This design comes from an exercise in tuning for small area and a short achievable clock period on the open sky130 flow, not from production work. RTL that was checked went through simulation tests only; none was proved equivalent to the original. The RTL of run 1 was laid out without a check of its function. Power is estimated from default activity; no workload was simulated.

==> flow/design.v, too long to show whole: its modules and the start of the top module <==
// module abs_difference: 8 lines
// module SAD_4x8: 1406 lines
// module control: 28 lines
// module top_level: 161 lines
module top_level
#(parameter WIDTH = 8)
(
	input clk, rst, init, finish, ack,
	input [WIDTH-1:0]
		ori_0,
		ori_1,
		ori_2,
		ori_3,
		ori_4,
		ori_5,
		ori_6,
		ori_7,
		ori_8,
		ori_9,
		ori_10,
		ori_11,
		ori_12,
		ori_13,
		ori_14,
		ori_15,
		ori_16,
		ori_17,
		ori_18,
		ori_19,
		ori_20,
		ori_21,
		ori_22,
		ori_23,
		ori_24,
		ori_25,
		ori_26,
		ori_27,
		ori_28,
		ori_29,
		ori_30,
		ori_31,
		can_0,
		can_1,
		can_2,
		can_3,
		can_4,
		can_5,
		can_6,
		can_7,
		can_8,
		can_9,
		can_10,
		can_11,
		can_12,
		can_13,
		can_14,
		can_15,
		can_16,
		can_17,
		can_18,
		can_19,
		can_20,
		can_21,
		can_22,
		can_23,
		can_24,
		can_25,
		can_26,
		can_27,
		can_28,
		can_29,
		can_30,
		can_31,
	output done,
	output [WIDTH+4:0] out_sad
	);
  // ...
==> flow/flow/run.sh <==
#!/bin/bash
# The standard layout, except that the port buffers are buf_1 cells
# (buffer_ports otherwise picks the slow, large clkdlybuf4s50_1). repair_design
# and repair_timing still resize them as they do any buffer.
set -euo pipefail
export BUFFER_PORTS_ARGS="-buffer_cell sky130_fd_sc_hd__buf_1"
bash standard.sh finish > standard.log 2>&1
==> flow/standard.sh <==
#!/bin/bash
# synth_recipe.tcl (not shown) runs the flow's synth.tcl, then flattens the netlist and writes it again
# the make line also repeats each setting of config.mk as NAME=value (left out here)
make -C /OpenROAD-flow-scripts/flow DESIGN_CONFIG=/design/flow/config.mk WORK_HOME=/design/flow/orfs CLKGATE_MAP_FILE= SYNTH_SCRIPT=/design/flow/synth_recipe.tcl "${@:-finish}"
==> flow/config.mk <==
export PLATFORM = sky130hd
export DESIGN_NAME = top_level
export DESIGN_NICKNAME = top_level
export VERILOG_FILES = /design/flow/design.v
export SDC_FILE = /design/flow/constraint.sdc
export NUM_CORES = 4
export LEC_CHECK = 0
export ABC_AREA = 1
export CAP_MARGIN = 20
export CORE_MARGIN = 2
export CORE_UTILIZATION = 40
export SLEW_MARGIN = 20
==> flow/constraint.sdc <==
create_clock -name core_clock -period 5.8 [get_ports {clk}]
set_input_delay 1.1600 -clock core_clock [delete_from_list [all_inputs] [get_ports {clk}]]
set_output_delay 1.1600 -clock core_clock [all_outputs]
set_load 0.01 [all_outputs]
==> notes.md, run 1 <==
largest register by flop count=b_SAD_4x8.ra; met1 layer wirelength in the final routing=36700 um; mean instance size in the synthesized netlist=approximately 7.4 um2; largest fanout of any net on the critical path=3; DR vias/cell=4.45; antenna diode instance count=1; XOR/XNOR Fraction of Synth Area=around 6.6%; detailed route wirelength on metal3=2470 um; Primary FF master, synth=dfxtp_1; outcome=no timing/DRC/antenna violations; number of non-filler instances in the completed layout=5445; pin count of the biggest net entering global routing=26; kind of cell adding the most delay to the critical path=adder cells; overall fraction of global-route tracks in use=about 21%; Routed wire per std cell=14.1 um; cell depth of the worst setup path=8; Leak=18.6 nW; P_seq=3.55 mW; biggest area consumer among synthesized cells=fa_1; sequential cell fraction of total power=20.2%; leading cell type by number of instances after synthesis=nand2_1; share of the yosys chip area belonging to registers=about 19%; root buffer cell=clkbuf_16; setup repair after global routing missed its margin=false; most frequent standard cell in the layout excluding fill and tap cells=nand2_1
==> module top_level, before the edit <==
module top_level
#(parameter WIDTH = 8)
(
	input clk, rst, init, finish, ack,
	input [WIDTH-1:0]
		ori_0,
		ori_1,
		ori_2,
		ori_3,
		ori_4,
		ori_5,
		ori_6,
		ori_7,
		ori_8,
		ori_9,
		ori_10,
		ori_11,
		ori_12,
		ori_13,
		ori_14,
		ori_15,
		ori_16,
		ori_17,
		ori_18,
		ori_19,
		ori_20,
		ori_21,
		ori_22,
		ori_23,
		ori_24,
		ori_25,
		ori_26,
		ori_27,
		ori_28,
		ori_29,
		ori_30,
		ori_31,
		can_0,
		can_1,
		can_2,
		can_3,
		can_4,
		can_5,
		can_6,
		can_7,
		can_8,
		can_9,
		can_10,
		can_11,
		can_12,
		can_13,
		can_14,
		can_15,
		can_16,
		can_17,
		can_18,
		can_19,
		can_20,
		can_21,
		can_22,
		can_23,
		can_24,
		can_25,
		can_26,
		can_27,
		can_28,
		can_29,
		can_30,
		can_31,
	output done,
	output [WIDTH+4:0] out_sad
	);
	wire idle, en;
	control b_control(
		.clk(clk),
		.rst(rst),
		.init(init),
		.finish(finish),
		.ack(ack),
		.done(done),
		.idle(idle),
		.en(en)
		);
	reg en_1, en_2;
	always @(posedge clk)
	begin
		en_1 <= en;
		en_2 <= en_1;
	end
	SAD_4x8 b_SAD_4x8(
		.clk(clk),
		.ori_0(ori_0),
		.ori_1(ori_1),
		.ori_2(ori_2),
		.ori_3(ori_3),
		.ori_4(ori_4),
		.ori_5(ori_5),
		.ori_6(ori_6),
		.ori_7(ori_7),
		.ori_8(ori_8),
		.ori_9(ori_9),
		.ori_10(ori_10),
		.ori_11(ori_11),
		.ori_12(ori_12),
		.ori_13(ori_13),
		.ori_14(ori_14),
		.ori_15(ori_15),
		.ori_16(ori_16),
		.ori_17(ori_17),
		.ori_18(ori_18),
		.ori_19(ori_19),
		.ori_20(ori_20),
		.ori_21(ori_21),
		.ori_22(ori_22),
		.ori_23(ori_23),
		.ori_24(ori_24),
		.ori_25(ori_25),
		.ori_26(ori_26),
		.ori_27(ori_27),
		.ori_28(ori_28),
		.ori_29(ori_29),
		.ori_30(ori_30),
		.ori_31(ori_31),
		.can_0(can_0),
		.can_1(can_1),
		.can_2(can_2),
		.can_3(can_3),
		.can_4(can_4),
		.can_5(can_5),
		.can_6(can_6),
		.can_7(can_7),
		.can_8(can_8),
		.can_9(can_9),
		.can_10(can_10),
		.can_11(can_11),
		.can_12(can_12),
		.can_13(can_13),
		.can_14(can_14),
		.can_15(can_15),
		.can_16(can_16),
		.can_17(can_17),
		.can_18(can_18),
		.can_19(can_19),
		.can_20(can_20),
		.can_21(can_21),
		.can_22(can_22),
		.can_23(can_23),
		.can_24(can_24),
		.can_25(can_25),
		.can_26(can_26),
		.can_27(can_27),
		.can_28(can_28),
		.can_29(can_29),
		.can_30(can_30),
		.can_31(can_31),
		.clr(idle),
		.upd(en_1),
		.take(en_2),
		.out_sad(out_sad)
		);
endmodule
==> inputs of run 2 (changes only) <==
--- a/flow/design.v
+++ b/flow/design.v
@@ -69,20 +69,17 @@
 		can_24,
 		can_25,
 		can_26,
 		can_27,
 		can_28,
 		can_29,
 		can_30,
 		can_31,
-	input clr,    
-	input upd,    
-	input take,   
-	output [12:0] out_sad
+	output [12:0] sum_out
 );
 	wire [8:0] t_0 = {1'b0, ori_0} + {1'b0, ~can_0};
 	wire c_0 = t_0[8];
 	wire [7:0] y_0 = t_0[7:0] ^ {8{~c_0}};
 	wire [8:0] t_1 = {1'b0, ori_1} + {1'b0, ~can_1};
 	wire c_1 = t_1[8];
 	wire [7:0] y_1 = t_1[7:0] ^ {8{~c_1}};
 	wire [8:0] t_2 = {1'b0, ori_2} + {1'b0, ~can_2};
@@ -1386,36 +1383,17 @@
 	assign s551 = rb[39] ^ c528 ^ s529;
 	assign c552 = (rb[39] & c528) | (rb[39] & s529) | (c528 & s529);
 	assign s553 = rb[43] ^ c530 ^ s531;
 	assign c554 = (rb[43] & c530) | (rb[43] & s531) | (c530 & s531);
 	assign s555 = rb[44] ^ c532;
 	assign c556 = rb[44] & c532;
 	wire [12:0] op_a = {c556, c554, c552, c550, c548, c546, c544, c542, c540, c538, c536, c534, s511};
 	wire [12:0] op_b = {1'b0, s555, s553, s551, s549, s547, s545, s543, s541, s539, s537, s535, s533};
-	wire [6:0] lo = op_a[5:0] + op_b[5:0];
-	wire [6:0] nxt_a = op_a[12:6];
-	wire [5:0] nxt_b = {op_b[11], op_b[10], op_b[9], op_b[8], op_b[7], op_b[6]};
-	reg [5:0] t_lo;
-	reg t_c;
-	reg [6:0] t_a;
-	reg [5:0] t_b;
-	always @(posedge clk)
-	begin
-		if (clr | (upd & ~take))
-		begin
-			t_lo <= 0; t_c <= 0; t_a <= 0; t_b <= 0;
-		end
-		else if (upd)
-		begin
-			t_lo <= lo[5:0]; t_c <= lo[6]; t_a <= nxt_a; t_b <= nxt_b;
-		end
-	end
-	wire [6:0] hi_b = {1'b0, t_b[5], t_b[4], t_b[3], t_b[2], t_b[1], t_b[0]};
-	assign out_sad = {t_a + hi_b + t_c, t_lo};
+	assign sum_out = op_a + op_b;
 endmodule
 module control
 (
 	input  clk, rst, init, finish, ack,
 	output done,   
 	output idle,   
 	output en      
 );
@@ -1508,32 +1486,27 @@
 		can_28,
 		can_29,
 		can_30,
 		can_31,
 	output done,
 	output [WIDTH+4:0] out_sad
 	);
 	wire idle, en;
+	wire [12:0] sum;
 	control b_control(
 		.clk(clk),
 		.rst(rst),
 		.init(init),
 		.finish(finish),
 		.ack(ack),
 		.done(done),
 		.idle(idle),
 		.en(en)
 		);
-	reg en_1, en_2;
-	always @(posedge clk)
-	begin
-		en_1 <= en;
-		en_2 <= en_1;
-	end
 	SAD_4x8 b_SAD_4x8(
 		.clk(clk),
 		.ori_0(ori_0),
 		.ori_1(ori_1),
 		.ori_2(ori_2),
 		.ori_3(ori_3),
 		.ori_4(ori_4),
 		.ori_5(ori_5),
@@ -1590,14 +1563,23 @@
 		.can_24(can_24),
 		.can_25(can_25),
 		.can_26(can_26),
 		.can_27(can_27),
 		.can_28(can_28),
 		.can_29(can_29),
 		.can_30(can_30),
 		.can_31(can_31),
-		.clr(idle),
-		.upd(en_1),
-		.take(en_2),
-		.out_sad(out_sad)
+		.sum_out(sum)
 		);
+	reg en_1, en_2;
+	reg [12:0] total;
+	always @(posedge clk)
+	begin
+		en_1 <= en;
+		en_2 <= en_1;
+		if (idle)
+			total <= 0;
+		else if (en_1)
+			total <= en_2 ? sum : 13'd0;
+	end
+	assign out_sad = total;
 endmodule
==> flow/flow/run.sh (replaced) <==
#!/bin/bash
# The standard layout with two changes:
#  - the port buffers are buf_1 cells (buffer_ports otherwise picks the slow,
#    large clkdlybuf4s50_1); repair_design and repair_timing still resize them.
#  - synthesis maps the logic with abc_speed.script from this folder: the
#    standard script's delay mapping without its final buffering and sizing
#    passes, so the netlist starts small and the layout's repair_timing sizes
#    up only the paths that need it. Registers, flattening and renaming are
#    exactly as in the standard flow's synthesis (synth_recipe.tcl is used unchanged).
set -euo pipefail
export BUFFER_PORTS_ARGS="-buffer_cell sky130_fd_sc_hd__buf_1"
rm -rf scripts_abc
cp -r "$FLOW_HOME/scripts" scripts_abc
cp flow/abc_speed.script scripts_abc/abc_speed.script
export SCRIPTS_DIR="$PWD/scripts_abc"
bash standard.sh finish > standard.log 2>&1
==> flow/flow/abc_speed.script (new file) <==
strash
&get -n
&st
&dch
&nf
&put
==> flow/config.mk (replaced) <==
export PLATFORM = sky130hd
export DESIGN_NAME = top_level
export DESIGN_NICKNAME = top_level
export VERILOG_FILES = /design/flow/design.v
export SDC_FILE = /design/flow/constraint.sdc
export NUM_CORES = 4
export LEC_CHECK = 0
export CAP_MARGIN = 20
export CORE_MARGIN = 2
export CORE_UTILIZATION = 40
export SETUP_SLACK_MARGIN = 2.8
export SLEW_MARGIN = 20
==> notes.md, run 2 <==
outcome=no timing/DRC/antenna violations (unchanged); final weighted congestion in routability-driven placement=0.959 (was 0.878); biggest area consumer among synthesized cells=fa_1 (unchanged); DR vias/cell=4.68 (was 4.45); Detailed Route Iter0 Violations=506 (was 995); power density normalized to cell area=669 nW/um2 (was 532 nW/um2); top-area cell type share of the netlist area=24.0% (was 20.3%); relative max-transition margin=35.5% (was 40.5%); antenna diode instance count=0 (was 1); cts bufs inserted=30 (was 28); antenna violation net count after detailed routing=0 (unchanged); largest register by flop count=b_SAD_4x8.ra (unchanged); worst endpoint data arrival time=3.62 ns (was 2.29 ns); setup repair after global routing missed its margin=true (was false); pre-CTS setup slack=2.01 ns (was 2.47 ns); final global-route overflow total=0 (unchanged); startpoint types=register (unchanged); clock transition time at the flip-flop clock pins of the worst setup and hold paths=0.06 ns (about the same); Max IR drop VDD=0.000641 V (was 0.000553 V); Primary FF master, synth=dfxtp_1 (unchanged); starting density of the core=40.4% (about the same); post-detailed-placement half-perimeter wirelength=62800 um (was 69400 um); most area-consuming cells after synthesis=fa_1 24%, dfxtp_1 21%, ha_1 15% (was fa_1 20%, dfxtp_1 18%, nand2_1 14%); mean instance size in the synthesized netlist=9.63 um2 (was 7.36 um2); pin count of the biggest net entering global routing=15 (was 26); commonest cells after routing, fill and taps aside=554 x clkinv_1, 510 x buf_1, 241 x dfxtp_1 (was 1080 x nand2_1, 1039 x inv_1, 530 x buf_1); cell type of the slowest stage on the worst timing path=fa_1 (unchanged); Syn-to-layout area delta=33.5% (was 14.3%); number of unique standard cell types used by synthesis=38 (was 39); I/O pin count=531 (unchanged); number of hold violations in the final report=0 (unchanged); post-route setup TNS=0 ns (unchanged); root buffer cell=clkbuf_16 (unchanged); CTS tree=yes (unchanged); synthesis warning total=3 (unchanged); Synth Cell Area=24300 um2 (was 28900 um2); Sink Count=259 (was 266); Layout Utilization=53.9% (was 46.1%); cell repeated most along the worst path=fa_1; largest registers=b_SAD_4x8.ra x196, b_SAD_4x8.rb x45, total x13 (was b_SAD_4x8.ra x196, b_SAD_4x8.rb x45, b_SAD_4x8.t_a x7); maximum achievable frequency=0.322 GHz (was 0.290 GHz); number of non-filler instances in the completed layout=3966 (was 5445); Leak=13.1 nW (was 18.6 nW); Routed wire per std cell=17.8 um (was 14.1 um); synth cell count leaders=636 x clkinv_1, 351 x xnor2_1, 291 x fa_1, 283 x ha_1, 256 x dfxtp_1 (was 1080 x nand2_1, 1039 x inv_1, 314 x nand3_1, 293 x fa_1, 282 x ha_1); Synth async-reset ratio=1.16% (was 1.13%); stage delay of the slowest cell on the critical path=0.58 ns (was 0.42 ns); transition time at the pin with the least slew margin=0.964 ns (was 0.891 ns); R2R cell count=7 (unchanged); synthesized netlist cell count=2520 (was 3919); Post-layout nets=4255 (was 5565); wire length of the first global-routing pass=110000 um (was 121000 um); count of flip-flops with a built-in enable after synthesis=0 (unchanged); Design Power=21.7 mW (was 17.5 mW); antenna violations before repair=0 (was 1); total wire length after detailed routing=70700 um (was 77000 um); CTS H-tree lvls=1 (unchanged); fraction of layout instances using a drive strength above 1=21.5% (was 4.05%); category of the most critical setup path=reg2reg (was reg2out); Final Setup Violations=0 (unchanged); share of the yosys chip area belonging to registers=21.4% (was 18.5%); IO Port Bufs=530 (unchanged); number of global-route vias before repair=20300 (was 23500); area of the die=62700 um2 (was 74300 um2); Max Cap Viol=0 (unchanged); smallest setup slack after layout=2.69 ns (was 2.35 ns); net count after synthesis=3611 (was 5011); final period demand of the worst path=3.11 ns (was 3.45 ns); buffer levels on the longest clock path=3 (unchanged); final count of pins violating max slew=0 (unchanged); DRC viols=0 (unchanged); number of placement rows=90 (was 98); height of the chip=250 um (was 273 um); flip-flop count of the largest register after layout=196 (unchanged); data required time at the worst endpoint=6.31 ns (was 4.64 ns); flip-flop and latch count after synthesis=259 (was 266); Worst Hold Class=reg2reg (was in2async); number of cells after detailed placement=3832 (was 5393); most frequent standard cell in the layout excluding fill and tap cells=clkinv_1 (was nand2_1); overall via count from detail_route=18600 (was 24200); clock insertion delay at the later pin of the skew report=0.57 ns (was 0.55 ns); cell-by-cell trace of the critical path=fa_1, clkinv_2, fa_1, fa_1, fa_1, clkinv_2, fa_2 (was inv_1, fa_1, inv_1, fa_1, nand4_1, nand3_1, xor2_1, buf_1); Worst Skew=0.00903 ns (was 0.00968 ns); Core Box Area=60100 um2 (was 71500 um2); leading cell type by number of instances after synthesis=clkinv_1 (was nand2_1); die width=250 um (was 273 um); overall fraction of global-route tracks in use=22.7% (was 20.6%); Hold Path Cell Cnt=0; fin crit share=53.6% (was 59.4%); largest fanout of any net on the critical path=1 (was 3); crit end category=register (was output pin); router iterations before antenna repair=5 (unchanged)
## run 2: where the power goes
group          internal (mW)  switching (mW)
Clock                   1.14           0.758
Sequential              3.00           0.532
Combinational           7.26            8.98
## run 2: through the flow
stage | hold WS (ns) | area (um2)
2_1_floorplan | 0.369 | 26600
3_3_place_gp | 0.392 | 29600
4_1_cts | 0.395 | 31400
5_1_grt | 0.402 | 32400
6_report | 0.414 | 32400
3_5_place_dp | 0.388 | 29600
## run 2: layout make-up
type	instances	area (um2)
fillers	5466	27700
multi-input cells	1626	19500
flip-flops and latches	259	5220
repair buffers	611	2960
inverters	636	2750
well taps	782	978
clock buffers	44	885
clock inverters	8	97.6
## run 2: cells by family after synthesis
| logic type | synth area share, % |
|---|---|
| AO/OA/AOI/OAI | 10.9 |
| flip-flops | 21.4 |
| buffers and inverters | 9.84 |
| XOR/XNOR | 15.2 |
| multiplexers | 0.330 |
| AND/OR/NAND/NOR | 3.76 |
| adder cells (fa/ha/maj) | 38.6 |
## run 2: timing repair
item	4_1_cts	5_1_grt
pin swaps	80	124
endpoints found under the setup margin	123	100
endpoints found under the hold margin	0	0
buffers inserted	54	27
cloned	1	0
gates resized for setup	91	158
hold buffers	0	0
## run 2: layer usage
metal | routed length [um] | global-route usage [%] | up-vias
li1 | - | - | 9166
met1 | 31900 | 30.2 | 9012
met2 | 36000 | 41.2 | 333
met3 | 1960 | 2.07 | 52
met4 | 834 | 2.60 | 0
met5 | 0 | 0 | -
## run 2: final timing paths
path / start / end / slack (ns)
worst max-delay path: b_SAD_4x8.ra[68]$_DFF_P_ / b_SAD_4x8.rb[19]$_DFF_P_ / 2.69
worst min-delay path: en_1$_DFF_P_ / en_2$_DFF_P_ / 0.41
worst max register to register: b_SAD_4x8.ra[68]$_DFF_P_ / b_SAD_4x8.rb[19]$_DFF_P_ / 2.69
worst min register to register: en_1$_DFF_P_ / en_2$_DFF_P_ / 0.41
max in group asynchronous: rst / b_control.busy$_DFF_PP0_ / 5.27
min in group asynchronous: rst / b_control.wait_st$_DFF_PP0_ / 0.42
## run 2: critical path: cells and delay by family (launching register included)
family     cells  cell delay [ns]
fa+ha+maj      5             2.59
buf+inv        2             0.14
flops          1             0.32

re-timing with driven ports:
The results above use ideal ports. As a check the final layouts listed here were re-extracted and re-timed, cells and wires unchanged. Step 1: set_driving_cell puts a clkbuf_16 on clk and a buf_2 on each other input, an assumption about the parent block. Step 2 also shifts input and output timing later by t, the mid clock arrival at the registers, as if the neighbouring blocks saw the same clock. Slacks: ideal ports / drivers / drivers and shift; pairs: ideal ports / drivers.
run | t, ns | slack for setup (ns) | hold slack, ns | worst setup path at the end
run 1 | 0.598 | 2.354 / 2.297 / 2.495 | 0.467 / 0.431 / 0.467 | input to register
run 2 | 0.619 | 2.690 / 2.690 / 2.149 | 0.414 / 0.383 / 0.414 | input to register
After both steps every run listed still meets setup and hold. For run 2, which loses most, drivers alone change the setup slack by 0.000 ns; drivers and shift together by -0.541 ns.
